This is an optimization exercise on Yosys and OpenROAD, whose aim is small area and a short achievable clock period, not a production implementation.
At most, simulation tests tie the RTL to the original design; equivalence was not proved.
Function not checked in runs 1 to 5: the RTL went through the layout flow alone.
No activity file was given, so power comes from the tool's default toggle rates.

==> flow/design.v <==
module pfx_add #(
  parameter int W = 8
) (
  input  [W-1:0] a,
  input  [W-1:0] b,
  input          ci,
  output [W-1:0] sum,
  output         co
);
  logic [W-1:0] p, g, gg, pp;
  logic [W-1:0] c;    
  assign p = a ^ b;
  assign g = a & b;
  always_comb begin
    gg = g;
    pp = p;
    for (int l = 0; (1 << l) < W; l++) begin
      for (int i = W - 1; i >= 0; i--) begin
        if ((i >> l) & 1) begin
          gg[i] = gg[i] | (pp[i] & gg[((i >> l) << l) - 1]);
          pp[i] = pp[i] & pp[((i >> l) << l) - 1];
        end
      end
    end
  end
  assign c   = {gg[W-2:0] | (pp[W-2:0] & {(W-1){ci}}), ci};
  assign sum = p ^ c;
  assign co  = gg[W-1] | (pp[W-1] & ci);
endmodule
module pfx_cout #(
  parameter int W = 8
) (
  input  [W-1:0] a,
  input  [W-1:0] b,
  input          ci,
  output         co
);
  logic [W:0] g, p;
  always_comb begin
    g = {a & b, ci};
    p = {a ^ b, 1'b0};
    for (int s = 1; s <= W; s = s * 2) begin
      for (int i = 0; i + s <= W; i += 2 * s) begin
        if (i + s <= W) begin
          g[i] = g[i + s] | (p[i + s] & g[i]);
          p[i] = p[i + s] & p[i];
        end
      end
    end
  end
  assign co = g[0];
endmodule
module pfx_add2 #(
  parameter int W = 8
) (
  input  [W-1:0] a,
  input  [W-1:0] b,
  output [W-1:0] s0,
  output [W-1:0] s1,
  output         co0,
  output         co1
);
  logic [W-1:0] p, g, gg, pp;
  assign p = a ^ b;
  assign g = a & b;
  always_comb begin
    gg = g;
    pp = p;
    for (int l = 0; (1 << l) < W; l++) begin
      for (int i = W - 1; i >= 0; i--) begin
        if ((i >> l) & 1) begin
          gg[i] = gg[i] | (pp[i] & gg[((i >> l) << l) - 1]);
          pp[i] = pp[i] & pp[((i >> l) << l) - 1];
        end
      end
    end
  end
  assign s0  = p ^ {gg[W-2:0], 1'b0};
  assign s1  = p ^ {gg[W-2:0] | pp[W-2:0], 1'b1};
  assign co0 = gg[W-1];
  assign co1 = gg[W-1] | pp[W-1];
endmodule
module top_level (
  input         clk_i,
  input         addsub_i,
  input  [31:0] data_a_i,
                data_b_i,
  output [31:0] result_o
);
  logic [7:0]  ea, eb;
  logic [22:0] fa, fb;
  logic        co_ab, co_ba, co_f;
  assign ea = data_a_i[30:23];
  assign eb = data_b_i[30:23];
  assign fa = data_a_i[22:0];
  assign fb = data_b_i[22:0];
  logic [7:0] dx, dy;    
  pfx_add2 #(.W(8))  u_dexp (.a(ea), .b(~eb), .s0(dx), .s1(dy), .co0(co_ab), .co1(co_ba));
  pfx_cout #(.W(31)) u_flt  (.a(data_a_i[30:0]), .b(~data_b_i[30:0]), .ci(1'b1), .co(co_f));
  logic       bl_ab, bl_ba, bab, bba;
  logic [2:0] eah, ebh;
  assign eah   = ea[7:5];
  assign ebh   = eb[7:5];
  assign bl_ab = ea[4:0] < eb[4:0];
  assign bl_ba = eb[4:0] < ea[4:0];
  assign bab   = bl_ab ? ({1'b0, eah} >= {1'b0, ebh} + 4'd2) : (eah > ebh);
  assign bba   = bl_ba ? ({1'b0, ebh} >= {1'b0, eah} + 4'd2) : (ebh > eah);
  logic        sa_q1, sb_q1, sw_q1, nsw_q1, gt_q1, sh0_q1, bab_q1, bba_q1;
  logic [7:0]  ea_q1, eb_q1;
  logic [22:0] fa_q1, fb_q1;
  logic [4:1]  dab_q1, dba_q1;
  always_ff @(posedge clk_i) begin
    sa_q1 <= data_a_i[31];
    sb_q1 <= data_b_i[31] ^ addsub_i;
    sw_q1  <= ~co_f;               
    nsw_q1 <= co_f;                
    gt_q1  <= co_ab;               
    ea_q1 <= ea;
    eb_q1 <= eb;
    fa_q1 <= fa;
    fb_q1 <= fb;
    sh0_q1 <= dy[0];               
    dab_q1 <= dy[4:1];             
    dba_q1 <= ~dx[4:1];            
    bab_q1 <= bab;                 
    bba_q1 <= bba;                 
  end
  logic [23:0] ly;
  logic [26:0] lv0, al;
  logic [22:0] smask;
  logic [31:0] thermo;
  logic        sticky, es;
  assign ly = sw_q1 ? {1'b1, fa_q1} : {1'b1, fb_q1};
  assign es = sa_q1 ^ sb_q1;
  logic [4:0] sh;
  logic       big;
  assign big = gt_q1 ? bab_q1 : bba_q1;
  assign sh  = {gt_q1 ? dab_q1 : dba_q1, sh0_q1} | {5{big}};
  assign lv0 = sh[0] ? {1'b0, ly, 2'b00} : {ly, 3'b000};
  assign al  = lv0 >> {sh[4:1], 1'b0};
  logic sat;
  assign sat    = sh >= 5'd25;
  assign thermo = 32'hFFFF_FFFF << sh;       
  assign smask  = {~thermo[24:3], ~thermo[2] & ~sat};
  assign sticky = |(ly[22:0] & smask);
  logic        hs_q2, es_q2;
  logic [7:0]  he_q2;
  logic [22:0] hf_q2;
  logic [26:0] lo_q2;
  always_ff @(posedge clk_i) begin
    hs_q2 <= nsw_q1 ? sa_q1 : sb_q1;
    es_q2 <= es;
    he_q2 <= nsw_q1 ? ea_q1 : eb_q1;   
    hf_q2 <= nsw_q1 ? fa_q1 : fb_q1;
    lo_q2 <= {al[26:2], al[1] | sat, sticky} ^ {27{es}};    
  end
  logic [26:0] opa;
  logic [27:0] sum;
  logic        add_co;
  logic [26:0] t, z, f;
  logic [4:0]  lz;
  logic [2:0]  inc;
  assign opa = {1'b1, hf_q2, 3'b000};
  pfx_add #(.W(27)) u_add (.a(opa), .b(lo_q2), .ci(es_q2),
                           .sum(sum[26:0]), .co(add_co));
  assign sum[27] = add_co ^ es_q2;
  assign t = ~(opa ^ lo_q2);
  assign z = ~(opa | lo_q2);
  assign f = t & ~{z[25:0], 1'b0};
  logic [4:0] lzr;
  always_comb begin
    lzr = 5'd0;
    for (int i = 2; i < 27; i++)
      if (f[i]) lzr = 5'(27 - i);
  end
  assign lz = es_q2 ? lzr : 5'd0;
  assign inc[0] = sum[3] & (|sum[2:0] | sum[4]);
  assign inc[1] = sum[2] & (|sum[1:0] | sum[3]);
  assign inc[2] = sum[1] & (sum[0] | sum[2]);
  logic        hs_q3, c_q3;
  logic [7:0]  he_q3;
  logic [26:2] s_q3;
  logic [4:0]  lz_q3;
  logic [2:0]  inc_q3;
  always_ff @(posedge clk_i) begin
    hs_q3  <= hs_q2;
    he_q3  <= he_q2;
    c_q3   <= sum[27];
    s_q3   <= sum[26:2];
    lz_q3  <= lz;
    inc_q3 <= inc;
  end
  logic        far, finc;
  logic [1:0]  kf;
  logic [4:0]  k;
  logic [25:0] v;
  logic [50:0] vs;
  logic [24:0] m;
  logic [7:0]  e;
  assign far = c_q3 | s_q3[26] | s_q3[25];
  assign kf  = c_q3 ? 2'd0 : (s_q3[26] ? 2'd1 : 2'd2);
  logic [50:0] vh;
  assign k   = {lz_q3[4:2], far ? kf : lz_q3[1:0]};
  assign v   = {c_q3, s_q3[26:2]};
  assign vh  = {25'd0, v} << {k[4:2], 2'b00};
  assign vs  = vh << k[1:0];
  assign m   = (~far & (lz_q3 == 5'd0)) ? {1'b1, 24'd0} : vs[25:1];
  logic [7:0] ef, en;
  assign ef  = c_q3 ? he_q3 + 8'd1 : (s_q3[26] ? he_q3 : he_q3 - 8'd1);
  assign en  = he_q3 + 8'd1 - {3'd0, lz_q3};
  assign e   = far ? ef : en;    
  always_comb begin
    if (c_q3)          finc = inc_q3[0];
    else if (s_q3[26]) finc = inc_q3[1];
    else               finc = inc_q3[2];
  end
  logic        hs_q4, i_q4;
  logic [7:0]  e_q4;
  logic [24:0] m_q4;
  always_ff @(posedge clk_i) begin
    hs_q4 <= hs_q3;
    i_q4  <= far & finc;
    e_q4  <= e;
    m_q4  <= m;
  end
  logic [22:0] fr, fpre;
  logic        fall1;
  logic [7:0]  e_p1, e_m1;
  logic [30:0] res;
  always_comb begin
    fpre = m_q4[23:1];
    for (int l = 0; (1 << l) < 23; l++)
      for (int i = 22; i >= 0; i--)
        if ((i >> l) & 1)
          fpre[i] = fpre[i] & fpre[((i >> l) << l) - 1];
  end
  assign fr    = m_q4[23:1] ^ ({fpre[21:0], 1'b1} & {23{i_q4}});
  assign fall1 = fpre[22] & i_q4;
  assign e_p1  = e_q4 + 8'd1;
  assign e_m1  = e_q4 - 8'd1;
  assign res = m_q4[24] ? {fall1 ? e_p1 : e_q4, fr}
                        : {e_m1, m_q4[22:0]};
  logic [31:0] res_q;
  always_ff @(posedge clk_i) res_q <= {hs_q4, res};
  assign result_o = res_q;
endmodule
==> flow/flow/run.sh <==
#!/bin/bash
# Standard ORFS layout (the standard.sh), with the port buffers made
# from buf_2 cells instead of the default delay-buffer cells.
export BUFFER_PORTS_ARGS="-buffer_cell sky130_fd_sc_hd__buf_2"
bash standard.sh > standard.log 2>&1
==> flow/standard.sh <==
#!/bin/bash
# synth_recipe.tcl (not shown) runs the flow's synth.tcl, then flattens the netlist and writes it again
# the make line also repeats each setting of config.mk as NAME=value (left out here)
make -C /OpenROAD-flow-scripts/flow DESIGN_CONFIG=/design/flow/config.mk WORK_HOME=/design/flow/orfs CLKGATE_MAP_FILE= SYNTH_SCRIPT=/design/flow/synth_recipe.tcl "${@:-finish}"
==> flow/config.mk <==
export PLATFORM = sky130hd
export DESIGN_NAME = top_level
export DESIGN_NICKNAME = top_level
export VERILOG_FILES = /design/flow/design.v
export SDC_FILE = /design/flow/constraint.sdc
export NUM_CORES = 4
export LEC_CHECK = 0
export ABC_AREA = 1
export CAP_MARGIN = 20
export CORE_MARGIN = 2
export CORE_UTILIZATION = 60
export CTS_BUF_LIST = sky130_fd_sc_hd__clkbuf_8
export SETUP_SLACK_MARGIN = 3.55
export SLEW_MARGIN = 20
==> flow/constraint.sdc <==
create_clock -name core_clock -period 6.0 [get_ports {clk_i}]
set_input_delay 1.2000 -clock core_clock [delete_from_list [all_inputs] [get_ports {clk_i}]]
set_output_delay 1.2000 -clock core_clock [all_outputs]
set_load 0.01 [all_outputs]
==> results.ini, run 1 <==
[clock_tree]
cts-root-buf=clkbuf_8
clock_sink_count=248
cts_tree=yes
cts_max_path_buffers=3
clock_latency_ns=0.55
cts-htree-levels=2
path_clk_slew_ns=0.07
cts_buffers=41

[yosys]
synthesis.area_mm2=0.0131
async_reset_ff_frac=0
yosysMostFrequentCell=nand2_1
netlist_top_cells_area=dfxtp_1, nand2_1, ha_1, inv_1, o21ai_0
ys_top_cells_by_count=nand2_1, inv_1, dfxtp_1, o21ai_0, nor2_1
syn_inst=1748
synth_seq_cells=248
synthDominantAreaCellType=dfxtp_1
synth_edf_count=0
ys_seq_area_frac=0.380
synth_warnings=4
synth_cell_type_count=60
syn_area_per_cell_um2=7.47
synth-main-ff-cell=dfxtp_1
synth_top_area_share=0.380

[sta]
fin_tns_setup_ns=0
holdWs_ns=0.325
setup_viol=0
hold_viol_final=0
min_period_ns=2.43
rsz0062_at_grt=true
relSlewSlack=0.300
timing_worst_slew_pin_value_ns=1.05
finClkSkew_ns=0.0234
setup_slack_ns=3.57
finalCritPeriodShare=0.405
max_freq_mhz=412
drv_slew=0

[layout]
antennaDiodeCount=0
area_growth_pct=18.8
nets=2052
stdcell_area_mm2=0.0155
drive_gt1_frac=0.190

[grt]
grt-ovfl-total=0
grt_max_degree=56
use_met3=0.0602
grt_antenna_before_repair=1
grt_pass1_wl_um=53900
grt_usage=0.301
grtUsageMet2=0.480
first_global_vias=10800
grt_util_met1=0.410
grt.busiest_layer=met2

[placement]
io_buffers=97
routabilityCongestion=0.953
dp_hpwl_um=26400
dpl-instance-area_mm2=0.0138
pre_cts_slack_ns=2.55

[routing]
drtPass1Iterations=6
viasPerCell=5.38
wl_per_cell_um=16.3
drt_drc_violations_left=0
via_count=11800
ant_nets=0
drt_iter0_drc=891
wl_um=35500

[die]
core_mm2=0.0212
pin_count=98
die_y_um=152
initial_utilization=0.616
die_area_mm2=0.0230
row_count=53
die_w_um=152

[setup_path]
slowest_delay_ns=0.37
path_delay_family=simple AND/OR/NAND/NOR gates
crit_type=reg2reg
critPathLaunchType=flop
worstPathCellList=inv_2 > nand2_2 > nand2_4 > nor2_8 > buf_4 > nor2_1 > inv_1 > o21ai_0 > inv_1 > o211ai_1 > o31ai_2 > nand3_1 > xor2_1
critPathRequiredTime_ns=6.48
crit_path_frequent_cell=inv_1
path_buf_inv=4
path_max_fanout=8
cp-end-kind=flop
arrival_ns=2.91
critical-path-slowest-cell=o21ai_0

[power]
power_uw=7970
irDropWorstVdd_v=0.000250
powerDensity_mw_per_mm2=514
leakage_uw=0.00767

[status]
status=no timing/DRC/antenna violations

[worst_hold_path]
min_path_type=reg2reg

[run]
cap_violations=0

-- layout make-up --
| type | count | area, um2 |
|---|---|---|
| clock inverter | 19 | 166 |
| inverter | 278 | 1070 |
| timing repair buffer | 143 | 855 |
| tap | 275 | 344 |
| multi-input combinational | 1170 | 7370 |
| clock buffer | 51 | 702 |
| sequential | 248 | 5000 |
| fill | 1684 | 5700 |
| timing repair inverter | 1 | 7.51 |
-- cell usage in the layout, fill, tap and decap left out, types with 43 or more instances in the layout --
master / n
o21ai_0: 145
buf_4: 43
buf_2: 97
a21oi_1: 65
nand2_1: 348
xor2_1: 73
nor2_1: 138
clkbuf_8: 51
ha_1: 81
dfxtp_1: 231
inv_1: 262
-- routing by layer --
metal  vias to the layer above  routed length, um  part of all wire
met1                      5358              16200              0.45
met2                       404              16000              0.45
li1                       5916                  -                 -
met3                        82               2290             0.065
met5                         -                  0                 0
met4                         0               1100             0.031
-- final timing paths --
| kind | from | end | slack [ns] | cells past startpoint |
|---|---|---|---|---|
| max reg2reg | gt_q1 | lo_q2[0] | 3.57 | 13 |
| min | he_q2[1] | he_q3[1] | 0.32 | 0 |
| min reg2reg | he_q2[1] | he_q3[1] | 0.32 | 0 |
| max | gt_q1 | lo_q2[0] | 3.57 | 13 |
-- timing repair --
| action | CTS | global route |
|---|---|---|
| setup buffers | 14 | 27 |
| gates cloned | 2 | 0 |
| hold buffers | 0 | 0 |
| setup endpoints to repair | 63 | 59 |
| pin swaps | 5 | 35 |
| resized for setup | 42 | 102 |
-- cell families after synthesis --
logic type / synth area share
AO/OA/AOI/OAI: 0.158
flip-flops: 0.380
AND/OR/NAND/NOR: 0.198
multiplexers: 0.0124
XOR/XNOR: 0.0543
buffers and inverters: 0.0970
adder cells (fa/ha/maj): 0.100
-- power breakdown --
part           internal (uW)  switching (uW)
clock network            896             662
logic                   1400            2410
registers               2210             396
total                   4500            3470
-- worst reg2reg max path, cell delays in order, from the launching register on --
cell      delay [ns]
dfxtp_2         0.34
inv_2           0.09
nand2_2         0.06
nand2_4         0.17
nor2_8          0.09
buf_4           0.18
nor2_1          0.26
inv_1           0.16
o21ai_0         0.37
inv_1           0.08
o211ai_1        0.21
o31ai_2         0.10
nand3_1         0.11
xor2_1          0.13
-- sequential cells by signal, summed over array words and instances (netlist names), 3 cells and up --
name    cells
lo_q2      27
hf_q2      23
res_q      32
m_q4       25
fa_q1      23
he_q2       8
ea_q1       8
lz_q3       5
dba_q1      4
fb_q1      23
eb_q1       8
dab_q1      4
s_q3       25
he_q3       8
e_q4        8
inc_q3      3
-- through the flow --
stage | std cells | utilization
floorplan | 1748 | -
global placement | 2072 | 0.649
detailed placement | 2072 | 0.649
CTS | 2158 | 0.703
global route | 2185 | 0.731
finish | 2185 | 0.731
==> run 2, diff against run 1 <==
--- a/flow/config.mk
+++ b/flow/config.mk
@@ -10,5 +10,7 @@
 export CORE_MARGIN = 2
 export CORE_UTILIZATION = 60
 export CTS_BUF_LIST = sky130_fd_sc_hd__clkbuf_8
-export SETUP_SLACK_MARGIN = 3.55
+export SETUP_SLACK_MARGIN = 3.75
 export SLEW_MARGIN = 20
+export SYNTH_HIERARCHICAL = 1
+export SYNTH_MINIMUM_KEEP_SIZE = 0
==> run 2 against run 1 <==
  * Power is 6.5% higher
  * Via count is 9.6% higher
  * Sequential power is essentially flat
  * Highest routed layer unchanged
  * Final area up 8.0%
  * Core utilization up 0.69 points
  * Still clean on timing, DRC and antenna
  * Register-to-register slack improved by 0.05 ns
  * Critical path depth up 2
  * Critical endpoint unchanged
  * Fmax is 2.0% higher
==> results.ini, run 2 <==
[sta]
finClkSkew_ns=0.0214  ; was 0.0234 ns
relSlewSlack=0.317  ; was 0.300
finalCritPeriodShare=0.396  ; was 0.405
drv_slew=0  ; unchanged
fin_tns_setup_ns=0  ; unchanged
rsz0062_at_grt=true  ; unchanged
setup_viol=0  ; unchanged
setup_slack_ns=3.62  ; was 3.57 ns
timing_worst_slew_pin_value_ns=1.03  ; was 1.05 ns
min_period_ns=2.38  ; was 2.43 ns
hold_viol_final=0  ; unchanged
max_freq_mhz=420  ; was 412 MHz

[die]
die_y_um=156  ; was 152 um
die_w_um=156  ; was 152 um
initial_utilization=0.612  ; was 0.616
core_mm2=0.0227  ; was 0.0212 mm2
pin_count=98  ; unchanged
row_count=55  ; was 53
die_area_mm2=0.0244  ; was 0.0230 mm2

[placement]
routabilityCongestion=0.978  ; was 0.953
dp_hpwl_um=27400  ; was 26400 um
pre_cts_slack_ns=2.77  ; was 2.55 ns
dpl-instance-area_mm2=0.0146  ; was 0.0138 mm2
io_buffers=97  ; unchanged

[routing]
drt_drc_violations_left=0  ; unchanged
wl_per_cell_um=15.5  ; was 16.3 um
drtPass1Iterations=6  ; unchanged
via_count=12900  ; was 11.8k
wl_um=37500  ; was 35500 um
drt_iter0_drc=1040  ; was 891
viasPerCell=5.33  ; was 5.38
ant_nets=0  ; unchanged

[power]
clkPwrFrac=0.200  ; was 0.195
p_int_uw=4790  ; was 4500 uW
powerDensity_mw_per_mm2=506  ; was 514 mW/mm2
seqPwrFrac=0.306  ; was 0.327
combPwrFrac=0.494  ; was 0.478
leakage_uw=0.00851  ; was 0.00767 uW
irDropWorstVdd_v=0.000222  ; was 0.000250 V
p_sw_frac=0.435  ; about the same
switchingPower_uw=3700  ; was 3470 uW

[clock_tree]
cts_hold_buf=0  ; unchanged
cts_tree=yes  ; unchanged
clock_sink_count=248  ; unchanged
cts_max_path_buffers=3  ; unchanged
path_clk_slew_ns=0.06  ; was 0.07 ns
cts_buffers=43  ; was 41
cts-root-buf=clkbuf_8  ; unchanged
clock_latency_ns=0.57  ; was 0.55 ns
cts-htree-levels=2  ; unchanged

[setup_path]
path_max_fanout=14  ; was 8
cp-end-kind=flop  ; unchanged
r2r_cells=15  ; was 13
critPathLaunchType=flop  ; unchanged
reg2reg_to=lo_q2[0]  ; unchanged
rrSetupSlack_ns=3.62  ; was 3.57 ns
crit_end=lo_q2[0]  ; unchanged
cp-startpoint=gt_q1  ; unchanged
arrival_ns=2.81  ; was 2.91 ns
r2r_start=gt_q1  ; unchanged
critPathRequiredTime_ns=6.43  ; was 6.48 ns
crit_type=reg2reg  ; unchanged

[grt]
grt_usage=0.303  ; was 0.301
grt-ovfl-total=0  ; unchanged
grt_pass1_wl_um=59200  ; was 53900 um
grt_antenna_before_repair=1  ; unchanged
first_global_vias=11900  ; was 10.8k
grt_max_degree=56  ; unchanged

[run]
cap_violations=0  ; unchanged

[layout]
drive_gt1_frac=0.200  ; was 0.190
regMostFlops=res_q  ; unchanged
stdcell_area_mm2=0.0168  ; was 0.0155 mm2
reg.largest.list=res_q: 32 flops, lo_q2: 27 flops  ; unchanged
nets=2283  ; was 2052
area_growth_pct=20.7  ; was 18.8%
fillers=1838  ; was 1684
largest_reg_flops=32  ; unchanged
final_cell_mix=nand2_1, inv_1, dfxtp_1, nor2_1, o21ai_0  ; was nand2_1, inv_1, dfxtp_1, o21ai_0, nor2_1
final_common_cell=nand2_1  ; unchanged
antennaDiodeCount=0  ; unchanged
utilization=0.738  ; was 0.731

[worst_hold_path]
min_path_type=reg2reg  ; unchanged

[status]
status=no timing/DRC/antenna violations  ; unchanged

[yosys]
synthesis.area_mm2=0.0139  ; was 0.0131 mm2
syn_area_per_cell_um2=7.23  ; was 7.47 um2
synth_warnings=10  ; was 4
syn_inst=1922  ; was 1748

-- run 2: area by class of cell --
class	count	area (um2)	share of cell area
timing repair inverter	3	22.5	0.00134
tap	285	357	0.0213
clock buffer	54	743	0.0443
sequential	248	5010	0.299
timing repair buffer	176	1170	0.0700
inverter	316	1240	0.0738
multi-input combinational	1310	8000	0.477
clock inverter	25	233	0.0139
-- run 2: what timing repair did --
| item | in CTS | in global routing |
|---|---|---|
| endpoints found under the setup margin | 72 | 68 |
| gates resized for setup | 103 | 110 |
| gates cloned | 5 | 0 |
| setup buffers | 27 | 48 |
| pin swaps | 16 | 41 |
-- run 2: per-layer routing --
layer  up-vias  track usage  part of all wire
met5         -            0                 0
met4         0        0.104             0.033
met3       102       0.0481             0.062
met2       449        0.507              0.46
met1      5821        0.401              0.44
li1       6522            -                 -
-- run 2: critical path, cell delays in order, from the launching register on --
cell and delay, ns:
dfxtp_4 0.38, buf_4 0.16, nand2_1 0.08, o21ai_2 0.08, nor2_1 0.14, buf_6 0.15
inv_6 0.08, nor2_4 0.18, inv_4 0.10, nor2_4 0.09, inv_1 0.07, o211ai_1 0.21
nand2_1 0.11, nor3_2 0.18, nand3_1 0.10, xor2_1 0.15
-- run 2: power groups by stage --
stage | sequential [uW] | combinational (uW) | clock, uW
2_1_floorplan | 2490 | 2710 | 0
3_3_place_gp | 2600 | 3530 | 0
3_5_place_dp | 2610 | 3600 | 0
4_1_cts | 2590 | 3810 | 1720
5_1_grt | 2650 | 4660 | 1810
6_report | 2600 | 4190 | 1690
-- run 2: per-stage QoR --
step,instances,hold WS [ns],total power [uW]
global route,2417,0.329,9120
floorplan,1926,0.310,5200
global placement,2258,0.309,6120
CTS,2369,0.324,8110
finish,2417,0.324,8490
detailed placement,2258,0.312,6210
-- run 2: worst min-delay path by stage --
stage / startpoint / endpoint / slack [ns] / cells after the start
6_report: he_q2[0] / he_q3[0] / 0.32 / 0
4_1_cts: he_q2[0] / he_q3[0] / 0.32 / 0
2_1_floorplan: he_q2[0] / he_q3[0] / 0.31 / 0
5_1_grt: he_q2[1] / he_q3[1] / 0.33 / 0
3_5_place_dp: he_q2[0] / he_q3[0] / 0.31 / 0
3_3_place_gp: hs_q4 / res_q[31] / 0.31 / 0
==> run 3, diff against run 2 <==
--- a/flow/config.mk
+++ b/flow/config.mk
@@ -10,7 +10,7 @@
 export CORE_MARGIN = 2
 export CORE_UTILIZATION = 60
 export CTS_BUF_LIST = sky130_fd_sc_hd__clkbuf_8
-export SETUP_SLACK_MARGIN = 3.75
+export SETUP_SLACK_MARGIN = 3.6
 export SLEW_MARGIN = 20
 export SYNTH_HIERARCHICAL = 1
 export SYNTH_MINIMUM_KEEP_SIZE = 0
==> run 3 against run 2 <==
  * Critical endpoint is now res_q[28]
  * Still clean on timing, DRC and antenna
  * Sequential cell count stayed put
  * Routed wire length is 1.8% lower
  * Via count is 1.2% lower
==> results.ini, run 3 <==
[grt]
grt-ovfl-total=0  ; unchanged
grt_pass1_wl_um=58400  ; was 59200 um
grt_max_degree=48  ; was 56
first_global_vias=12100  ; was 11.9k
grt_usage=0.300  ; was 0.303
grt_antenna_before_repair=1  ; unchanged

[clock_tree]
cts_tree=yes  ; unchanged
path_clk_slew_ns=0.06  ; about the same
cts-root-buf=clkbuf_8  ; unchanged
clock_sink_count=248  ; unchanged
clock_latency_ns=0.56  ; was 0.57 ns
cts_max_path_buffers=3  ; unchanged
cts_hold_buf=0  ; unchanged
cts_buffers=41  ; was 43
cts-htree-levels=2  ; unchanged

[yosys]
synth_warnings=10  ; unchanged
synthesis.area_mm2=0.0139  ; unchanged
syn_inst=1922  ; unchanged
syn_area_per_cell_um2=7.23  ; unchanged

[layout]
utilization=0.714  ; was 0.738
final_cell_mix=nand2_1, inv_1, dfxtp_1, o21ai_0, nor2_1  ; was nand2_1, inv_1, dfxtp_1, nor2_1, o21ai_0
nets=2248  ; was 2283
reg.largest.list=res_q: 32 flops, lo_q2: 27 flops  ; unchanged
fillers=1956  ; was 1838
area_growth_pct=16.8  ; was 20.7%
largest_reg_flops=32  ; unchanged
final_common_cell=nand2_1  ; unchanged
drive_gt1_frac=0.174  ; was 0.200
antennaDiodeCount=0  ; unchanged
regMostFlops=res_q  ; unchanged
final_cells=2371  ; was 2417

[routing]
ant_nets=0  ; unchanged
drtPass1Iterations=6  ; unchanged
via_count=12700  ; was 12.9k
wl_um=36900  ; was 37500 um
drt_iter0_drc=963  ; was 1040
wl_per_cell_um=15.5  ; about the same
drt_drc_violations_left=0  ; unchanged
viasPerCell=5.37  ; was 5.33

[setup_path]
critPathRequiredTime_ns=6.43  ; about the same
path_max_fanout=6  ; was 14
crit_end=res_q[28]  ; was lo_q2[0]
r2r_start=i_q4  ; was gt_q1
critical-path-slowest-cell=dfxtp_4  ; unchanged
cp-startpoint=i_q4  ; was gt_q1
crit_type=reg2reg  ; unchanged
cp-end-kind=flop  ; unchanged
crit_path_frequent_cell=nor2_4
slowest_delay_ns=0.38  ; about the same
worstPathCellList=nand4_4 > nor2_4 > nand2_2 > nor2_4 > nand2_2 > inv_2 > nand4_4 > nor2_4 > nand3_4 > nor2_4 > nand2_2 > nor2_4 > nand2_2 > nor2_4 > nand2_4 > nand2_8 > nand2_2 > xnor2_2  ; was buf_4 > nand2_1 > o21ai_2 > nor2_1 > buf_6 > inv_6 > nor2_4 > inv_4 > nor2_4 > inv_1 > o211ai_1 > nand2_1 > nor3_2 > nand3_1 > xor2_1
r2r_cells=18  ; was 15
arrival_ns=2.82  ; was 2.81 ns
rrSetupSlack_ns=3.61  ; was 3.62 ns
critPathLaunchType=flop  ; unchanged
reg2reg_to=res_q[28]  ; was lo_q2[0]

[sta]
finalCritPeriodShare=0.399  ; was 0.396
min_period_ns=2.39  ; was 2.38 ns
timing_worst_slew_pin_value_ns=0.705  ; was 1.03 ns
drv_slew=0  ; unchanged
rsz0062_at_grt=true  ; unchanged
relSlewSlack=0.525  ; was 0.317
setup_viol=0  ; unchanged
holdWs_ns=0.326  ; was 0.324 ns
max_freq_mhz=418  ; was 420 MHz
fin_tns_setup_ns=0  ; unchanged
finClkSkew_ns=0.0186  ; was 0.0214 ns
hold_viol_final=0  ; unchanged

[worst_hold_path]
min_path_type=reg2reg  ; unchanged
min_from=he_q2[7]  ; was he_q2[0]

[placement]
io_buffers=97  ; unchanged
numPlacedInstances=2259  ; was 2258
dp_hpwl_um=27400  ; about the same
routabilityCongestion=0.991  ; was 0.978

[power]
leakage_uw=0.00820  ; was 0.00851 uW
powerDensity_mw_per_mm2=505  ; was 506 mW/mm2
power_uw=8200  ; was 8490 uW
irDropWorstVdd_v=0.000253  ; was 0.000222 V

[die]
core_mm2=0.0227  ; unchanged
die_area_mm2=0.0244  ; unchanged
initial_utilization=0.612  ; unchanged
pin_count=98  ; unchanged
die_y_um=156  ; unchanged
die_w_um=156  ; unchanged
row_count=55  ; unchanged

[run]
cap_violations=0  ; unchanged

[status]
status=no timing/DRC/antenna violations  ; unchanged

run 3: what timing repair did:
item / CTS / global route
resized for setup: 41 / 113
gates cloned: 6 / 1
endpoints found under the setup margin: 63 / 60
endpoints found under the hold margin: 0 / 0
buffers inserted: 14 / 25
pin swaps: 6 / 51
run 3: stage by stage:
stage	instance area, um2	setup slack [ns]
after floorplan	13900	3.37
after global placement	14600	2.71
after detailed placement	14600	2.66
after CTS	15700	3.60
after global routing	16200	3.45
final	16200	3.61
run 3: critical path: cells and delay by family, from the launching register on:
family                 cells  cell delay (ns)
flip-flops                 1             0.38
XOR/XNOR                   1             0.13
buffers and inverters      1             0.09
AND/OR/NAND/NOR           16             1.66
run 3: worst min-delay path by stage:
| stage | to | cells past startpoint | slack, ns |
|---|---|---|---|
| CTS | he_q3[7] | 0 | 0.33 |
| global route | he_q3[7] | 0 | 0.33 |
| global placement | he_q3[1] | 0 | 0.31 |
| detailed placement | he_q3[7] | 0 | 0.31 |
| finish | he_q3[7] | 0 | 0.33 |
| floorplan | he_q3[0] | 0 | 0.31 |
run 3: layout make-up:
class,instances,area [um2],area share
Multi-Input combinational cell,1310,7890,0.486
Sequential cell,248,5000,0.308
Inverter,316,1220,0.0755
Timing Repair Buffer,141,851,0.0525
Clock buffer,51,702,0.0433
Tap cell,285,357,0.0220
Clock inverter,15,159,0.00980
Timing Repair inverter,5,37.5,0.00231
run 3: report_power, final:
part	leakage (uW)	switching [uW]	internal, uW
clock	0.000460	674	893
combinational	0.00565	2550	1490
sequential	0.00209	377	2210
total	0.00820	3600	4590
run 3: layer usage:
layer  global-route usage  wire, um  vias up
met5                    0         0        -
met4                0.114      1240        0
met3               0.0458      2140      104
met2                0.501     17000      422
met1                0.392     16500     5753
li1                     -         -     6455
==> run 4, diff against run 3 <==
--- a/flow/design.v
+++ b/flow/design.v
@@ -138,10 +138,18 @@
   assign sh  = {gt_q1 ? dab_q1 : dba_q1, sh0_q1} | {5{big}};
   assign lv0 = sh[0] ? {1'b0, ly, 2'b00} : {ly, 3'b000};
   assign al  = lv0 >> {sh[4:1], 1'b0};
-  logic sat;
+  logic sat, sat_ab, sat_ba;
+  logic [4:0]  sh_ab, sh_ba;
+  logic [31:0] th_ab, th_ba;
+  assign sh_ab  = {dab_q1, sh0_q1} | {5{bab_q1}};
+  assign sh_ba  = {dba_q1, sh0_q1} | {5{bba_q1}};
   assign sat    = sh >= 5'd25;
-  assign thermo = 32'hFFFF_FFFF << sh;       
-  assign smask  = {~thermo[24:3], ~thermo[2] & ~sat};
+  assign sat_ab = sh_ab >= 5'd25;
+  assign sat_ba = sh_ba >= 5'd25;
+  assign th_ab  = 32'hFFFF_FFFF << sh_ab;    
+  assign th_ba  = 32'hFFFF_FFFF << sh_ba;
+  assign thermo = gt_q1 ? th_ab : th_ba;
+  assign smask  = {~thermo[24:3], ~thermo[2] & ~(gt_q1 ? sat_ab : sat_ba)};
   assign sticky = |(ly[22:0] & smask);
   logic        hs_q2, es_q2;
   logic [7:0]  he_q2;
--- a/flow/config.mk
+++ b/flow/config.mk
@@ -12,5 +12,3 @@
 export CTS_BUF_LIST = sky130_fd_sc_hd__clkbuf_8
 export SETUP_SLACK_MARGIN = 3.6
 export SLEW_MARGIN = 20
-export SYNTH_HIERARCHICAL = 1
-export SYNTH_MINIMUM_KEEP_SIZE = 0
==> run 4 against run 3 <==
  * Setup slack better by 0.039 ns
  * Critical path depth is 5 lower
  * Power is 6.8% lower
  * Sequential share of layout area is 0.95 points higher
  * Core utilization is 1.4 points higher
  * Still clean on timing, DRC and antenna
  * Count of clock-buffer cells in the layout is 4 lower
  * Sequential cell count stayed put
  * Combinational power is about 10% lower
  * Fmax is 1.6% higher
  * Critical endpoint is now sw_q1
  * Sequential power hardly changed
  * Final area is 2.9% lower
  * Area after synthesis is 5.5% lower
==> results.ini, run 4 <==
[die]
pin_count=98  ; unchanged
die_area_mm2=0.0231  ; was 0.0244 mm2
die_y_um=152  ; was 156 um
die_w_um=152  ; was 156 um
row_count=54  ; was 55
initial_utilization=0.607  ; was 0.612
core_mm2=0.0216  ; was 0.0227 mm2

[grt]
first_global_vias=10900  ; was 12.1k
grt_usage=0.275  ; was 0.300
grt_pass1_wl_um=52800  ; was 58400 um
grt_antenna_before_repair=1  ; unchanged
grt-ovfl-total=0  ; unchanged
grt_max_degree=56  ; was 48

[setup_path]
critical-path-slowest-cell=fa_2  ; was dfxtp_4
cp-end-kind=flop  ; unchanged
worstPathCellList=buf_4 > inv_12 > ha_4 > inv_2 > fa_2 > inv_2 > a31oi_1 > nand2_1 > a21oi_2 > o211ai_1 > a21oi_1 > nand2_2 > inv_1  ; was nand4_4 > nor2_4 > nand2_2 > nor2_4 > nand2_2 > inv_2 > nand4_4 > nor2_4 > nand3_4 > nor2_4 > nand2_2 > nor2_4 > nand2_2 > nor2_4 > nand2_4 > nand2_8 > nand2_2 > xnor2_2
rrSetupSlack_ns=3.66  ; was 3.61 ns
path_depth=13  ; was 18
reg2reg_to=lo_q2[3]  ; was res_q[28]
crit_type=in2reg  ; was reg2reg
crit_path_frequent_cell=inv_2  ; was nor2_4
path_delay_family=compound AO/OA/AOI/OAI gates  ; was simple AND/OR/NAND/NOR gates
path_buf_inv=5  ; was 1
r2r_cells=13  ; was 18
slowest_delay_ns=0.34  ; was 0.38 ns
critPathLaunchType=input pin  ; was flop
path_max_fanout=3  ; was 6
critPathRequiredTime_ns=6.45  ; was 6.43 ns
r2r_start=gt_q1  ; was i_q4
arrival_ns=2.81  ; was 2.82 ns

[worst_hold_path]
min_path_cells=0  ; unchanged
min_from=hs_q4  ; was he_q2[7]
min_to=res_q[31]  ; was he_q3[7]
min_path_type=reg2reg  ; unchanged

[sta]
relSlewSlack=0.331  ; was 0.525
fin_tns_setup_ns=0  ; unchanged
min_period_ns=2.35  ; was 2.39 ns
finalCritPeriodShare=0.392  ; was 0.399
drv_slew=0  ; unchanged
setup_viol=0  ; unchanged
timing_worst_slew_pin_value_ns=1.00  ; was 0.705 ns
hold_viol_final=0  ; unchanged
rsz0062_at_grt=true  ; unchanged
max_freq_mhz=425  ; was 418 MHz
finClkSkew_ns=0.0218  ; was 0.0186 ns

[routing]
wl_per_cell_um=15.0  ; was 15.5 um
drtPass1Iterations=6  ; unchanged
ant_nets=0  ; unchanged
drt_iter0_drc=810  ; was 963
viasPerCell=5.35  ; was 5.37
wl_um=33600  ; was 36900 um
drt_drc_violations_left=0  ; unchanged
via_count=11900  ; was 12.7k

[yosys]
async_reset_ff_frac=0
synth-main-ff-cell=dfxtp_1
ys_seq_area_frac=0.378
synthDominantAreaCellType=dfxtp_1
netlist_top_cells_area=dfxtp_1, nand2_1, ha_1, inv_1, o21ai_0
synth_warnings=4  ; was 10
synth_top_area_share=0.378
syn_area_per_cell_um2=7.39  ; was 7.23 um2
synth_edf_count=0
synth_cell_type_count=54
synthesis.area_mm2=0.0131  ; was 0.0139 mm2
yosysMostFrequentCell=nand2_1
synth_seq_cells=248
syn_inst=1777  ; was 1922
ys_top_cells_by_count=nand2_1, inv_1, dfxtp_1, o21ai_0, nor2_1

[placement]
io_buffers=97  ; unchanged
dpl-instance-area_mm2=0.0139  ; was 0.0146 mm2
dp_hpwl_um=23800  ; was 27400 um
routabilityCongestion=0.991  ; about the same

[clock_tree]
cts-root-buf=clkbuf_8  ; unchanged
cts_max_path_buffers=3  ; unchanged
cts_buffers=41  ; unchanged
clock_latency_ns=0.56  ; about the same
path_clk_slew_ns=0.06  ; about the same
cts-htree-levels=2  ; unchanged
cts_tree=yes  ; unchanged
clock_sink_count=248  ; unchanged

[status]
status=no timing/DRC/antenna violations  ; unchanged

[layout]
final_cell_mix=nand2_1, inv_1, dfxtp_1, o21ai_0, nor2_1  ; unchanged
regMostFlops=res_q  ; unchanged
final_common_cell=nand2_1  ; unchanged
stdcell_area_mm2=0.0157  ; was 0.0162 mm2
drive_gt1_frac=0.198  ; was 0.174
reg.largest.list=res_q: 32 flops, lo_q2: 27 flops  ; unchanged
largest_reg_flops=32  ; unchanged
nets=2093  ; was 2248
area_growth_pct=19.9  ; was 16.8%

[power]
irDropWorstVdd_v=0.000299  ; was 0.000253 V
powerDensity_mw_per_mm2=485  ; was 505 mW/mm2
leakage_uw=0.00766  ; was 0.00820 uW

[run]
cap_violations=0  ; unchanged

==> run 4: repair_timing <==
action                     CTS  global route
hold buffers                 0             0
buffers inserted            16            35
gates resized for setup     48           123
setup endpoints to repair   65            71
cloned                       5             5
pin swaps                    6            45
==> run 4: worst max-delay path by stage <==
| stage | startpoint | to | slack, ns |
|---|---|---|---|
| 2_1_floorplan | data_b_i[23] | sw_q1 | 3.52 |
| 3_3_place_gp | gt_q1 | lo_q2[5] | 2.86 |
| 3_5_place_dp | gt_q1 | lo_q2[5] | 2.75 |
| 4_1_cts | gt_q1 | lo_q2[5] | 3.51 |
| 5_1_grt | lo_q2[5] | lz_q3[0] | 3.53 |
| 6_report | data_b_i[23] | sw_q1 | 3.65 |
==> run 4: power by group <==
group / leakage [uW] / switching [uW] / total, uW / internal, uW
Combinational: 0.00510 / 2260 / 3640 / 1380
Clock: 0.000461 / 683 / 1450 / 767
Sequential: 0.00209 / 354 / 2550 / 2190
==> run 4: kinds of logic after synthesis <==
| group | count (synthesis) | synth area share |
|---|---|---|
| simple gates | 615 | 0.194 |
| compound gates | 369 | 0.159 |
| buf+inv | 341 | 0.0994 |
| flops | 248 | 0.378 |
| fa+ha+maj | 103 | 0.0999 |
| xor+xnor | 85 | 0.0567 |
| mux | 16 | 0.0131 |
==> run 4: through the flow <==
stage          hold slack (ns)  total power (uW)  instances  setup slack [ns]  utilization
5_1_grt                  0.326              8220       2232              3.53        0.728
6_report                 0.326              7640       2234              3.65        0.728
3_5_place_dp             0.312              5620       2100              2.75        0.641
3_3_place_gp             0.310              5570       2100              2.86        0.641
2_1_floorplan            0.310              4790       1777              3.52            -
4_1_cts                  0.325              7230       2192              3.51        0.693
==> run 4: cell type report <==
class                      instances  area, um2
timing repair inverter             4       22.5
sequential                       248       5000
antenna                            2       5.00
inverter                         281       1120
fill                            1730       5880
clock buffer                      47        647
timing repair buffer             156        953
tap                              280        350
clock inverter                    24        150
multi-input combinational       1192       7500
==> run 4: routing by layer <==
metal / GRT usage / wire, um
met1: 0.370 / 15100
met5: 0 / 0
met2: 0.446 / 15200
met3: 0.0493 / 2190
met4: 0.101 / 1120
==> run 5, diff against run 4 <==
--- a/flow/config.mk
+++ b/flow/config.mk
@@ -10,5 +10,5 @@
 export CORE_MARGIN = 2
 export CORE_UTILIZATION = 60
 export CTS_BUF_LIST = sky130_fd_sc_hd__clkbuf_8
-export SETUP_SLACK_MARGIN = 3.6
+export SETUP_SLACK_MARGIN = 3.55
 export SLEW_MARGIN = 20
==> run 5 against run 4 <==
  * Register-to-register slack got worse by 0.03 ns
  * Still clean on timing, DRC and antenna
  * Non-clock buffer count decreased by 30
  * Power about the same
  * Clock power increased by 14%
  * Area after synthesis unchanged
  * Critical path depth decreased by 2
  * Highest routed layer unchanged
  * Clock skew decreased by 0.0034 ns
==> results.ini, run 5 <==
[power]
power_uw=7640  ; about the same
irDropWorstVdd_v=0.000257  ; was 0.000299 V
leakage_uw=0.00755  ; was 0.00766 uW
powerDensity_mw_per_mm2=493  ; was 485 mW/mm2

[yosys]
synth_warnings=4  ; unchanged
async_reset_ff_frac=0  ; unchanged
yosys-mux-area-fraction=0.0131  ; unchanged
synth_seq_cells=248  ; unchanged
ys_top_cells_by_count=nand2_1, inv_1, dfxtp_1, o21ai_0, nor2_1  ; unchanged
syn_inst=1777  ; unchanged
synth-simple-area-share=0.194  ; unchanged
synth-main-ff-cell=dfxtp_1  ; unchanged
yosysMostFrequentCell=nand2_1  ; unchanged
syn_area_per_cell_um2=7.39  ; unchanged
synth_top_area_share=0.378  ; unchanged
synth-adder-area-share=0.0999  ; unchanged
synth_xor_area_frac=0.0567  ; unchanged
synth_cell_type_count=54  ; unchanged
synthesis.area_mm2=0.0131  ; unchanged
synthDominantAreaCellType=dfxtp_1  ; unchanged
synth_top_family_by_area=simple AND/OR/NAND/NOR gates  ; unchanged
netlist_top_cells_area=dfxtp_1, nand2_1, ha_1, inv_1, o21ai_0  ; unchanged
synth_compound_area_frac=0.159  ; unchanged
synth_edf_count=0  ; unchanged
ys_seq_area_frac=0.378  ; unchanged

[die]
core_mm2=0.0216  ; unchanged
initial_utilization=0.607  ; unchanged
row_count=54  ; unchanged
pin_count=98  ; unchanged
die_y_um=152  ; unchanged
die_w_um=152  ; unchanged
die_area_mm2=0.0231  ; unchanged

[grt]
grt_usage=0.271  ; was 0.275
use_met3=0.0391  ; was 0.0493
first_global_vias=10800  ; was 10.9k
grtUsageMet2=0.453  ; was 0.446
grt_max_degree=56  ; unchanged
grt_antenna_before_repair=3  ; was 1
grt_pass1_wl_um=52100  ; was 52800 um
grt_util_met1=0.367  ; was 0.370
grt.busiest_layer=met2  ; unchanged
grt-ovfl-total=0  ; unchanged

[sta]
setup_slack_ns=3.63  ; was 3.65 ns
fin_tns_setup_ns=0  ; unchanged
max_freq_mhz=422  ; was 425 MHz
timing_worst_slew_pin_value_ns=0.749  ; was 1.00 ns
drv_slew=0  ; unchanged
rsz0062_at_grt=true  ; unchanged
min_period_ns=2.37  ; was 2.35 ns
setup_viol=0  ; unchanged
finalCritPeriodShare=0.395  ; was 0.392
finClkSkew_ns=0.0184  ; was 0.0218 ns
hold_viol_final=0  ; unchanged
relSlewSlack=0.495  ; was 0.331

[routing]
drt_iter0_drc=797  ; was 810
wl_per_cell_um=14.6  ; was 15.0 um
via_count=11600  ; was 11.9k
ant_nets=0  ; unchanged
viasPerCell=5.27  ; was 5.35
drt_drc_violations_left=0  ; unchanged
wl_um=32300  ; was 33600 um
drtPass1Iterations=6  ; unchanged

[layout]
nets=2062  ; was 2093
stdcell_area_mm2=0.0155  ; was 0.0157 mm2
final_cell_mix=nand2_1, inv_1, dfxtp_1, o21ai_0, nor2_1  ; unchanged
drive_gt1_frac=0.173  ; was 0.198
final_common_cell=nand2_1  ; unchanged
reg.largest.list=res_q: 32 flops, lo_q2: 27 flops  ; unchanged
final_cells=2209  ; was 2234
largest_reg_flops=32  ; unchanged
regMostFlops=res_q  ; unchanged
area_growth_pct=17.9  ; was 19.9%

[placement]
routabilityCongestion=0.990  ; was 0.991
io_buffers=97  ; unchanged
numPlacedInstances=2101  ; was 2100
dp_hpwl_um=23900  ; was 23800 um
pre_cts_slack_ns=2.78  ; was 2.75 ns
dpl-instance-area_mm2=0.0139  ; about the same

[setup_path]
path_max_fanout=25  ; was 3
cp-startpoint=gt_q1  ; was data_b_i[23]
slowest_delay_ns=0.38  ; was 0.34 ns
path_delay_family=simple AND/OR/NAND/NOR gates  ; was compound AO/OA/AOI/OAI gates
cp-end-kind=flop  ; unchanged
critPathLaunchType=flop  ; was input pin
critical-path-slowest-cell=dfxtp_4  ; was fa_2
critPathRequiredTime_ns=6.42  ; was 6.45 ns
path_buf_inv=3  ; was 5
r2r_start=gt_q1  ; unchanged
worstPathCellList=nor2_1 > nor2_4 > nor2_1 > buf_6 > clkinvlp_4 > buf_4 > a211oi_1 > nor3_1 > nor3_1 > o211ai_1 > xor2_1  ; was buf_4 > inv_12 > ha_4 > inv_2 > fa_2 > inv_2 > a31oi_1 > nand2_1 > a21oi_2 > o211ai_1 > a21oi_1 > nand2_2 > inv_1
arrival_ns=2.79  ; was 2.81 ns
crit_type=reg2reg  ; was in2reg

[run]
cap_violations=0  ; unchanged

[clock_tree]
cts_tree=yes  ; unchanged
cts-root-buf=clkbuf_8  ; unchanged
clock_latency_ns=0.55  ; was 0.56 ns
cts_hold_buf=0  ; unchanged
path_clk_slew_ns=0.07  ; was 0.06 ns
cts_buffers=43  ; was 41
cts_max_path_buffers=3  ; unchanged
cts-htree-levels=2  ; unchanged
clock_sink_count=248  ; unchanged

[worst_hold_path]
min_from=hs_q4  ; unchanged
min_path_type=reg2reg  ; unchanged

[status]
status=no timing/DRC/antenna violations  ; unchanged

==> run 5: metal layers <==
metal  share of wire  up-vias
li1                -     5967
met1            0.46     5249
met2            0.45      360
met3           0.058       64
met4           0.025        0
met5               0        -
==> run 5: cells by family (layout without fill, tap and decap cells) <==
| logic type | after synthesis | count (layout) |
|---|---|---|
| xor+xnor | 85 | 85 |
| fa+ha+maj | 103 | 103 |
| other cells | 0 | 1 |
| compound gates | 369 | 369 |
| buf+inv | 341 | 491 |
| flops | 248 | 248 |
| mux | 16 | 16 |
| simple gates | 615 | 616 |
==> run 5: layout make-up <==
class / count / area [um2]
antenna: 1 / 2.50
sequential: 248 / 4990
timing repair buffer: 126 / 737
clock buffer: 52 / 716
timing repair inverter: 4 / 22.5
clock inverter: 28 / 246
fill: 1821 / 6140
tap: 280 / 350
inverter: 281 / 1110
multi-input combinational: 1189 / 7300
==> run 5: stage by stage <==
step	hold slack [ns]	util
finish	0.325	0.716
floorplan	0.310	-
CTS	0.324	0.693
detailed placement	0.312	0.641
global placement	0.310	0.641
global route	0.331	0.716
==> run 5: worst paths after layout <==
kind                            cells past startpoint  slack [ns]         to
worst max register to register                     11        3.63   lo_q2[0]
worst max-delay path                               11        3.63   lo_q2[0]
worst min-delay path                                0        0.32  res_q[31]
worst min register to register                      0        0.32  res_q[31]
==> run 5: power by group <==
part / internal [uW] / switching [uW]
registers: 2190 / 347
logic: 1270 / 2170
clock network: 969 / 691
total: 4420 / 3210
==> run 5: timing repair <==
item                                    4_1_cts  5_1_grt
buffers inserted                              4       16
gates cloned                                  2        5
pin swaps                                     1       21
endpoints found under the setup margin       60       63
gates resized for setup                      32       95
==> run 6, diff against run 5 <==
--- a/flow/design.v
+++ b/flow/design.v
@@ -169,8 +169,14 @@
   logic [4:0]  lz;
   logic [2:0]  inc;
   assign opa = {1'b1, hf_q2, 3'b000};
-  pfx_add #(.W(27)) u_add (.a(opa), .b(lo_q2), .ci(es_q2),
-                           .sum(sum[26:0]), .co(add_co));
+  logic        c13, co_h0, co_h1;
+  logic [13:0] sh0, sh1;
+  pfx_add  #(.W(13)) u_addl (.a(opa[12:0]), .b(lo_q2[12:0]), .ci(es_q2),
+                             .sum(sum[12:0]), .co(c13));
+  pfx_add2 #(.W(14)) u_addh (.a(opa[26:13]), .b(lo_q2[26:13]),
+                             .s0(sh0), .s1(sh1), .co0(co_h0), .co1(co_h1));
+  assign sum[26:13] = c13 ? sh1 : sh0;
+  assign add_co     = c13 ? co_h1 : co_h0;
   assign sum[27] = add_co ^ es_q2;
   assign t = ~(opa ^ lo_q2);
   assign z = ~(opa | lo_q2);
@@ -222,28 +228,47 @@
     else if (s_q3[26]) finc = inc_q3[1];
     else               finc = inc_q3[2];
   end
-  logic        hs_q4, i_q4;
+  logic lo1;
+  always_comb begin
+    case (kf)
+      2'd0:    lo1 = &s_q3[14:4];
+      2'd1:    lo1 = &s_q3[13:3];
+      default: lo1 = &s_q3[12:2];
+    endcase
+  end
+  logic        hs_q4, i_q4, l1_q4;
   logic [7:0]  e_q4;
   logic [24:0] m_q4;
   always_ff @(posedge clk_i) begin
     hs_q4 <= hs_q3;
     i_q4  <= far & finc;
+    l1_q4 <= lo1;
     e_q4  <= e;
     m_q4  <= m;
   end
-  logic [22:0] fr, fpre;
+  logic [22:0] fr;
   logic        fall1;
   logic [7:0]  e_p1, e_m1;
   logic [30:0] res;
-  always_comb begin
-    fpre = m_q4[23:1];
-    for (int l = 0; (1 << l) < 23; l++)
-      for (int i = 22; i >= 0; i--)
-        if ((i >> l) & 1)
-          fpre[i] = fpre[i] & fpre[((i >> l) << l) - 1];
-  end
-  assign fr    = m_q4[23:1] ^ ({fpre[21:0], 1'b1} & {23{i_q4}});
-  assign fall1 = fpre[22] & i_q4;
+  logic [10:0] plo;
+  logic [11:0] phi;
+  logic        chi;
+  always_comb begin
+    plo = m_q4[11:1];
+    for (int l = 0; (1 << l) < 11; l++)
+      for (int j = 10; j >= 0; j--)
+        if ((j >> l) & 1)
+          plo[j] = plo[j] & plo[((j >> l) << l) - 1];
+    phi = m_q4[23:12];
+    for (int l = 0; (1 << l) < 12; l++)
+      for (int j = 11; j >= 0; j--)
+        if ((j >> l) & 1)
+          phi[j] = phi[j] & phi[((j >> l) << l) - 1];
+  end
+  assign chi   = i_q4 & l1_q4;
+  assign fr    = m_q4[23:1] ^ {{phi[10:0], 1'b1} & {12{chi}},
+                               {plo[9:0], 1'b1} & {11{i_q4}}};
+  assign fall1 = phi[11] & chi;
   assign e_p1  = e_q4 + 8'd1;
   assign e_m1  = e_q4 - 8'd1;
   assign res = m_q4[24] ? {fall1 ? e_p1 : e_q4, fr}
--- a/flow/config.mk
+++ b/flow/config.mk
@@ -10,5 +10,5 @@
 export CORE_MARGIN = 2
 export CORE_UTILIZATION = 60
 export CTS_BUF_LIST = sky130_fd_sc_hd__clkbuf_8
-export SETUP_SLACK_MARGIN = 3.55
+export SETUP_SLACK_MARGIN = 3.6
 export SLEW_MARGIN = 20
==> run 6 against run 5 <==
  * Critical path depth increased by 1
  * Routed wire length shrank 6.4%
  * Register-to-register slack better by 0.02 ns
  * Sequential cell count is 1 higher
  * Fmax up 0.77%
  * Setup slack better by 0.018 ns
  * Largest cell class unchanged
==> results.ini, run 6 <==
[status]
status=no timing/DRC/antenna violations  ; unchanged

[yosys]
synth_seq_cells=249  ; was 248
netlist_top_cells_area=dfxtp_1, nand2_1, ha_1, inv_1, o21ai_0  ; unchanged
yosysMostFrequentCell=nand2_1  ; unchanged
synth_edf_count=0  ; unchanged
synth-main-ff-cell=dfxtp_1  ; unchanged
synthDominantAreaCellType=dfxtp_1  ; unchanged
synth_cell_type_count=61  ; was 54
synth_top_area_share=0.377  ; was 0.378
syn_area_per_cell_um2=7.48  ; was 7.39 um2
synth_warnings=5  ; was 4
ys_top_cells_by_count=nand2_1, inv_1, dfxtp_1, o21ai_0, nor2_1  ; unchanged
synthesis.area_mm2=0.0132  ; was 0.0131 mm2
async_reset_ff_frac=0  ; unchanged
ys_seq_area_frac=0.377  ; was 0.378
syn_inst=1765  ; was 1777

[clock_tree]
cts_buffers=42  ; was 43
cts-root-buf=clkbuf_8  ; unchanged
cts_tree=yes  ; unchanged
clock_sink_count=249  ; was 248
cts-htree-levels=2  ; unchanged
clock_latency_ns=0.54  ; was 0.55 ns
cts_hold_buf=0  ; unchanged
path_clk_slew_ns=0.07  ; about the same
cts_max_path_buffers=3  ; unchanged

[placement]
numPlacedInstances=2090  ; was 2101
io_buffers=97  ; unchanged
dp_hpwl_um=22700  ; was 23900 um
pre_cts_slack_ns=3.10  ; was 2.78 ns
routabilityCongestion=0.959  ; was 0.990

[setup_path]
r2r_start=lo_q2[14]  ; was gt_q1
r2r_cells=12  ; was 11
critPathRequiredTime_ns=6.40  ; was 6.42 ns
path_buf_inv=1  ; was 3
worstPathCellList=inv_2 > ha_4 > a21o_1 > a21oi_2 > o21bai_2 > a21oi_2 > o21bai_1 > a21oi_2 > o21bai_4 > a31oi_1 > o21ai_1 > xor2_1  ; was nor2_1 > nor2_4 > nor2_1 > buf_6 > clkinvlp_4 > buf_4 > a211oi_1 > nor3_1 > nor3_1 > o211ai_1 > xor2_1
path_max_fanout=5  ; was 25
path_delay_family=compound AO/OA/AOI/OAI gates  ; was simple AND/OR/NAND/NOR gates
critical-path-slowest-cell=dfxtp_2  ; was dfxtp_4
critPathLaunchType=flop  ; unchanged
arrival_ns=2.75  ; was 2.79 ns
crit_type=reg2reg  ; unchanged
rrSetupSlack_ns=3.65  ; was 3.63 ns
reg2reg_to=s_q3[23]  ; was lo_q2[0]
cp-end-kind=flop  ; unchanged
crit_path_frequent_cell=a21oi_2
slowest_delay_ns=0.34  ; was 0.38 ns

[die]
die_w_um=152  ; about the same
initial_utilization=0.609  ; was 0.607
core_mm2=0.0217  ; was 0.0216 mm2
row_count=54  ; unchanged
die_y_um=152  ; about the same
pin_count=98  ; unchanged
die_area_mm2=0.0232  ; was 0.0231 mm2

[sta]
holdWs_ns=0.326  ; was 0.325 ns
relSlewSlack=0.317  ; was 0.495
rsz0062_at_grt=true  ; unchanged
timing_worst_slew_pin_value_ns=1.02  ; was 0.749 ns
hold_viol_final=0  ; unchanged
fin_tns_setup_ns=0  ; unchanged
min_period_ns=2.35  ; was 2.37 ns
drv_slew=0  ; unchanged
setup_slack_ns=3.65  ; was 3.63 ns
finalCritPeriodShare=0.392  ; was 0.395
max_freq_mhz=425  ; was 422 MHz
setup_viol=0  ; unchanged
finClkSkew_ns=0.0202  ; was 0.0184 ns

[grt]
grt-ovfl-total=0  ; unchanged
grt_antenna_before_repair=0  ; was 3
grt_util_met1=0.289  ; was 0.367
grt_usage=0.250  ; was 0.271
grt_max_degree=56  ; unchanged
first_global_vias=10500  ; was 10.8k
grt.busiest_layer=met2  ; unchanged
use_met3=0.0324  ; was 0.0391
grtUsageMet2=0.455  ; was 0.453
grt_pass1_wl_um=48100  ; was 52100 um

[layout]
nets=2052  ; was 2062
drive_gt1_frac=0.173  ; about the same
area_growth_pct=15.7  ; was 17.9%
final_common_cell=nand2_1  ; unchanged
reg.largest.list=res_q: 32 flops, lo_q2: 27 flops  ; unchanged
antennaDiodeCount=0  ; was 1
largest_reg_flops=32  ; unchanged
final_cell_mix=nand2_1, inv_1, dfxtp_1, o21ai_0, nor2_1  ; unchanged
final_cells=2188  ; was 2209
regMostFlops=res_q  ; unchanged

[worst_hold_path]
min_to=hs_q4  ; was res_q[31]
min_path_cells=0  ; unchanged
min_from=hs_q3  ; was hs_q4
min_path_type=reg2reg  ; unchanged

[power]
clkPwrFrac=0.203  ; was 0.217
irDropWorstVdd_v=0.000240  ; was 0.000257 V
p_sw_frac=0.414  ; was 0.421
combPwrFrac=0.461  ; was 0.450
seqPwrFrac=0.336  ; was 0.332
p_int_uw=4330  ; was 4420 uW
leakage_uw=0.00756  ; was 0.00755 uW
switchingPower_uw=3060  ; was 3210 uW
powerDensity_mw_per_mm2=483  ; was 493 mW/mm2

[routing]
drt_iter0_drc=581  ; was 797
viasPerCell=5.17  ; was 5.27
via_count=11300  ; was 11.6k
wl_um=30200  ; was 32300 um
drtPass1Iterations=5  ; was 6
drt_drc_violations_left=0  ; unchanged
ant_nets=0  ; unchanged
wl_per_cell_um=13.8  ; was 14.6 um

[run]
cap_violations=0  ; unchanged

## run 6: cell type report
type                            count  area (um2)
Clock buffer                       51         702
Clock inverter                     19         140
Fill cell                        1813        6410
Inverter                          289        1150
Multi-Input combinational cell   1173        7210
Sequential cell                   249        5010
Tap cell                          280         350
Timing Repair Buffer              124         707
Timing Repair inverter              3        22.5
## run 6: repair_timing
item	CTS	global route
endpoints found under the setup margin	59	67
cloned	4	3
buffers inserted	7	14
hold endpoints to repair	0	0
pin swaps	4	18
gates resized for setup	21	84
## run 6: worst max path at each step
| stage | end | from | cells past startpoint | slack [ns] |
|---|---|---|---|---|
| after floorplan | dab_q1[3] | data_b_i[23] | 8 | 3.53 |
| after global placement | nsw_q1 | data_b_i[1] | 9 | 3.13 |
| after detailed placement | lo_q2[0] | gt_q1 | 12 | 3.10 |
| after CTS | lo_q2[0] | gt_q1 | 12 | 3.53 |
| after global routing | lo_q2[0] | gt_q1 | 13 | 3.49 |
| final | s_q3[23] | lo_q2[14] | 12 | 3.65 |
## run 6: routing by layer
layer / part of all wire / routed length, um
met5: 0 / 0
met4: 0.046 / 1400
met3: 0.037 / 1110
met2: 0.49 / 14800
met1: 0.43 / 12900
## run 6: power by group through the flow
stage	sequential [uW]	combinational (uW)	clock (uW)
2_1_floorplan	2470	2360	0
3_3_place_gp	2490	3030	0
3_5_place_dp	2500	3080	0
4_1_cts	2470	3160	1540
5_1_grt	2540	3830	1600
6_report	2480	3410	1500
## run 6: kinds of logic (layout without fill, tap and decap cells)
group	count (synthesis)	after routing	share of synthesized area
buffers and inverters	347	486	0.104
adders and majority gates	104	104	0.100
AOI/OAI and AO/OA	375	375	0.164
and+or+nand+nor	594	598	0.188
xor gates and xnor gates	79	79	0.0524
DFF	249	249	0.377
muxes	17	17	0.0137
## run 6: worst register-to-register path, delay by kind of cell, from the launching register on
| family | cells | cell delay (ns) |
|---|---|---|
| DFF | 1 | 0.34 |
| AOI/OAI and AO/OA | 9 | 1.42 |
| xor gates and xnor gates | 1 | 0.15 |
| adders and majority gates | 1 | 0.24 |
| buffers and inverters | 1 | 0.05 |
## run 6: per-stage QoR
step | cell area [um2] | power (uW) | utilization
floorplan | 13300 | 4830 | -
detailed placement | 13900 | 5580 | 0.640
CTS | 14900 | 7160 | 0.685
global placement | 13900 | 5530 | 0.640
global route | 15300 | 7970 | 0.705
finish | 15300 | 7390 | 0.705
==> run 7, diff against run 6 <==
--- a/flow/config.mk
+++ b/flow/config.mk
@@ -10,5 +10,5 @@
 export CORE_MARGIN = 2
 export CORE_UTILIZATION = 60
 export CTS_BUF_LIST = sky130_fd_sc_hd__clkbuf_8
-export SETUP_SLACK_MARGIN = 3.6
+export SETUP_SLACK_MARGIN = 3.65
 export SLEW_MARGIN = 20
==> run 7 against run 6 <==
  * Setup slack worse by 0.017 ns
  * Still clean on timing, DRC and antenna
  * Synthesized cell count unchanged
  * Via count is 1.9% higher
  * Die area stayed put
  * Register-to-register slack got worse by 0.02 ns
  * Critical path type unchanged
  * Global-route usage grew 0.13 points
  * Routed wire length increased by 3.5%
  * Sequential share of layout area decreased by 0.70 points
==> results.ini, run 7 <==
[layout]
final_cell_mix=nand2_1, inv_1, dfxtp_1, o21ai_0, nor2_1  ; unchanged
regMostFlops=res_q  ; unchanged
antennaDiodeCount=0  ; unchanged
area_growth_pct=18.4  ; was 15.7%
fillers=1761  ; was 1813
final_common_cell=nand2_1  ; unchanged
reg.largest.list=res_q: 32 flops, lo_q2: 27 flops  ; unchanged
nets=2072  ; was 2052
stdcell_area_mm2=0.0156  ; was 0.0153 mm2
largest_reg_flops=32  ; unchanged
drive_gt1_frac=0.196  ; was 0.173

[yosys]
ys_seq_area_frac=0.377  ; unchanged
ys_top_cells_by_count=nand2_1, inv_1, dfxtp_1, o21ai_0, nor2_1  ; unchanged
syn_area_per_cell_um2=7.48  ; unchanged
netlist_top_cells_area=dfxtp_1, nand2_1, ha_1, inv_1, o21ai_0  ; unchanged
syn_inst=1765  ; unchanged
synth_top_area_share=0.377  ; unchanged
synth_seq_cells=249  ; unchanged
synth_xor_area_frac=0.0524  ; unchanged
synth-main-ff-cell=dfxtp_1  ; unchanged
yosysMostFrequentCell=nand2_1  ; unchanged
synthesis.area_mm2=0.0132  ; unchanged
synth-adder-area-share=0.100  ; unchanged
async_reset_ff_frac=0  ; unchanged
synth_warnings=5  ; unchanged
yosys-mux-area-fraction=0.0137  ; unchanged
synth-simple-area-share=0.188  ; unchanged
synth_cell_type_count=61  ; unchanged
synth_compound_area_frac=0.164  ; unchanged
synth_top_family_by_area=simple AND/OR/NAND/NOR gates  ; unchanged
synthDominantAreaCellType=dfxtp_1  ; unchanged
synth_edf_count=0  ; unchanged

[clock_tree]
clock_latency_ns=0.54  ; about the same
cts-htree-levels=2  ; unchanged
clock_sink_count=249  ; unchanged
cts_tree=yes  ; unchanged
cts_max_path_buffers=3  ; unchanged
cts-root-buf=clkbuf_8  ; unchanged
cts_buffers=42  ; unchanged
path_clk_slew_ns=0.07  ; about the same
cts_hold_buf=0  ; unchanged

[power]
leakage_uw=0.00767  ; was 0.00756 uW
powerDensity_mw_per_mm2=483  ; about the same
irDropWorstVdd_v=0.000241  ; was 0.000240 V

[die]
pin_count=98  ; unchanged
die_area_mm2=0.0232  ; unchanged
initial_utilization=0.609  ; unchanged
core_mm2=0.0217  ; unchanged
die_w_um=152  ; unchanged
row_count=54  ; unchanged
die_y_um=152  ; unchanged

[sta]
rsz0062_at_grt=true  ; unchanged
relSlewSlack=0.312  ; was 0.317
fin_tns_setup_ns=0  ; unchanged
finalCritPeriodShare=0.395  ; was 0.392
setup_viol=0  ; unchanged
drv_slew=0  ; unchanged
hold_viol_final=0  ; unchanged
max_freq_mhz=422  ; was 425 MHz
finClkSkew_ns=0.0228  ; was 0.0202 ns
min_period_ns=2.37  ; was 2.35 ns
timing_worst_slew_pin_value_ns=1.03  ; was 1.02 ns

[setup_path]
slowest_delay_ns=0.34  ; about the same
cp-end-kind=flop  ; unchanged
path_delay_family=compound AO/OA/AOI/OAI gates  ; unchanged
path_max_fanout=5  ; unchanged
crit_path_frequent_cell=a21oi_2  ; unchanged
critPathRequiredTime_ns=6.40  ; about the same
critPathLaunchType=flop  ; unchanged
critical-path-slowest-cell=dfxtp_2  ; unchanged
crit_type=reg2reg  ; unchanged
arrival_ns=2.76  ; was 2.75 ns
worstPathCellList=inv_2 > ha_4 > a21o_1 > a21oi_2 > o21bai_1 > a21oi_2 > o21bai_1 > a21oi_2 > o21bai_4 > a31oi_1 > o21ai_1 > xor2_1  ; was inv_2 > ha_4 > a21o_1 > a21oi_2 > o21bai_2 > a21oi_2 > o21bai_1 > a21oi_2 > o21bai_4 > a31oi_1 > o21ai_1 > xor2_1
path_buf_inv=1  ; unchanged

[grt]
grt-ovfl-total=0  ; unchanged
grt_antenna_before_repair=0  ; unchanged
first_global_vias=10600  ; was 10.5k
grt_usage=0.252  ; was 0.250
grt_max_degree=56  ; unchanged
grt_pass1_wl_um=48400  ; was 48100 um

[run]
cap_violations=0  ; unchanged

[routing]
viasPerCell=5.22  ; was 5.17
wl_um=31300  ; was 30200 um
wl_met1_um=13000  ; was 12900 um
via_count=11500  ; was 11.3k
wl_met3_um=1220  ; was 1110 um
drt_iter0_drc=602  ; was 581
drtPass1Iterations=6  ; was 5
wl_per_cell_um=14.2  ; was 13.8 um
topRoutingLayerUsed=met4  ; unchanged
drt_drc_violations_left=0  ; unchanged
ant_nets=0  ; unchanged
wl_met2_um=15300  ; was 14800 um

[worst_hold_path]
min_path_type=reg2reg  ; unchanged

[status]
status=no timing/DRC/antenna violations  ; unchanged

[placement]
dpl-instance-area_mm2=0.0139  ; unchanged
routabilityCongestion=0.959  ; unchanged
io_buffers=97  ; unchanged
dp_hpwl_um=22700  ; unchanged

[run 7: cell count changes in the layout (fill, tap and decap cells not counted), sizes merged]
| cell | previous run | this run |
|---|---|---|
| nand2 | 363 | 364 |
| clkbuf | 51 | 53 |
| clkinvlp | 8 | 11 |
| buf | 124 | 138 |
[run 7: kinds of logic after synthesis]
| kind of cell | after synthesis |
|---|---|
| AO/OA/AOI/OAI | 375 |
| XOR/XNOR | 79 |
| adder cells (fa/ha/maj) | 104 |
| buffers and inverters | 347 |
| flip-flops | 249 |
| multiplexers | 17 |
| AND/OR/NAND/NOR | 594 |
[run 7: timing repair]
action,CTS,global route
setup buffers,8,28
pin swaps,6,39
setup endpoints to repair,64,71
resized for setup,33,129
cloned,5,7
[run 7: routing by layer]
metal / GRT usage / vias to the layer above
met1: 0.289 / 5091
li1: - / 5973
met3: 0.0324 / 122
met4: 0.129 / 0
met5: 0 / -
met2: 0.457 / 347
[run 7: cell type report]
class                      instances  area (um2)  area share
multi-input combinational       1174        7340       0.470
sequential                       249        5010       0.321
inverter                         289        1170      0.0747
timing repair buffer             140         875      0.0559
clock buffer                      51         702      0.0449
tap                              280         350      0.0224
clock inverter                    19         140     0.00896
timing repair inverter             6        42.5     0.00272
[run 7: metrics by stage]
stage / hold slack (ns) / utilization / instances / total power, uW / setup slack (ns)
after global routing: 0.334 / 0.721 / 2208 / 8140 / 3.51
after detailed placement: 0.312 / 0.640 / 2090 / 5580 / 3.10
after global placement: 0.310 / 0.640 / 2090 / 5530 / 3.13
after floorplan: 0.310 / - / 1765 / 4830 / 3.53
after CTS: 0.326 / 0.689 / 2173 / 7210 / 3.63
final: 0.326 / 0.721 / 2208 / 7550 / 3.63
[run 7: worst paths after layout]
check | end | from | slack, ns | cells past startpoint
worst max register to register | s_q3[23] | lo_q2[14] | 3.63 | 12
worst max-delay path | s_q3[23] | lo_q2[14] | 3.63 | 12
worst min-delay path | hs_q4 | hs_q3 | 0.33 | 0
worst min register to register | hs_q4 | hs_q3 | 0.33 | 0
[run 7: report_power, final]
| group | switching, uW | internal [uW] | leakage, uW |
|---|---|---|---|
| logic | 2200 | 1370 | 0.00511 |
| registers | 294 | 2190 | 0.00210 |
| clock network | 648 | 851 | 0.000470 |
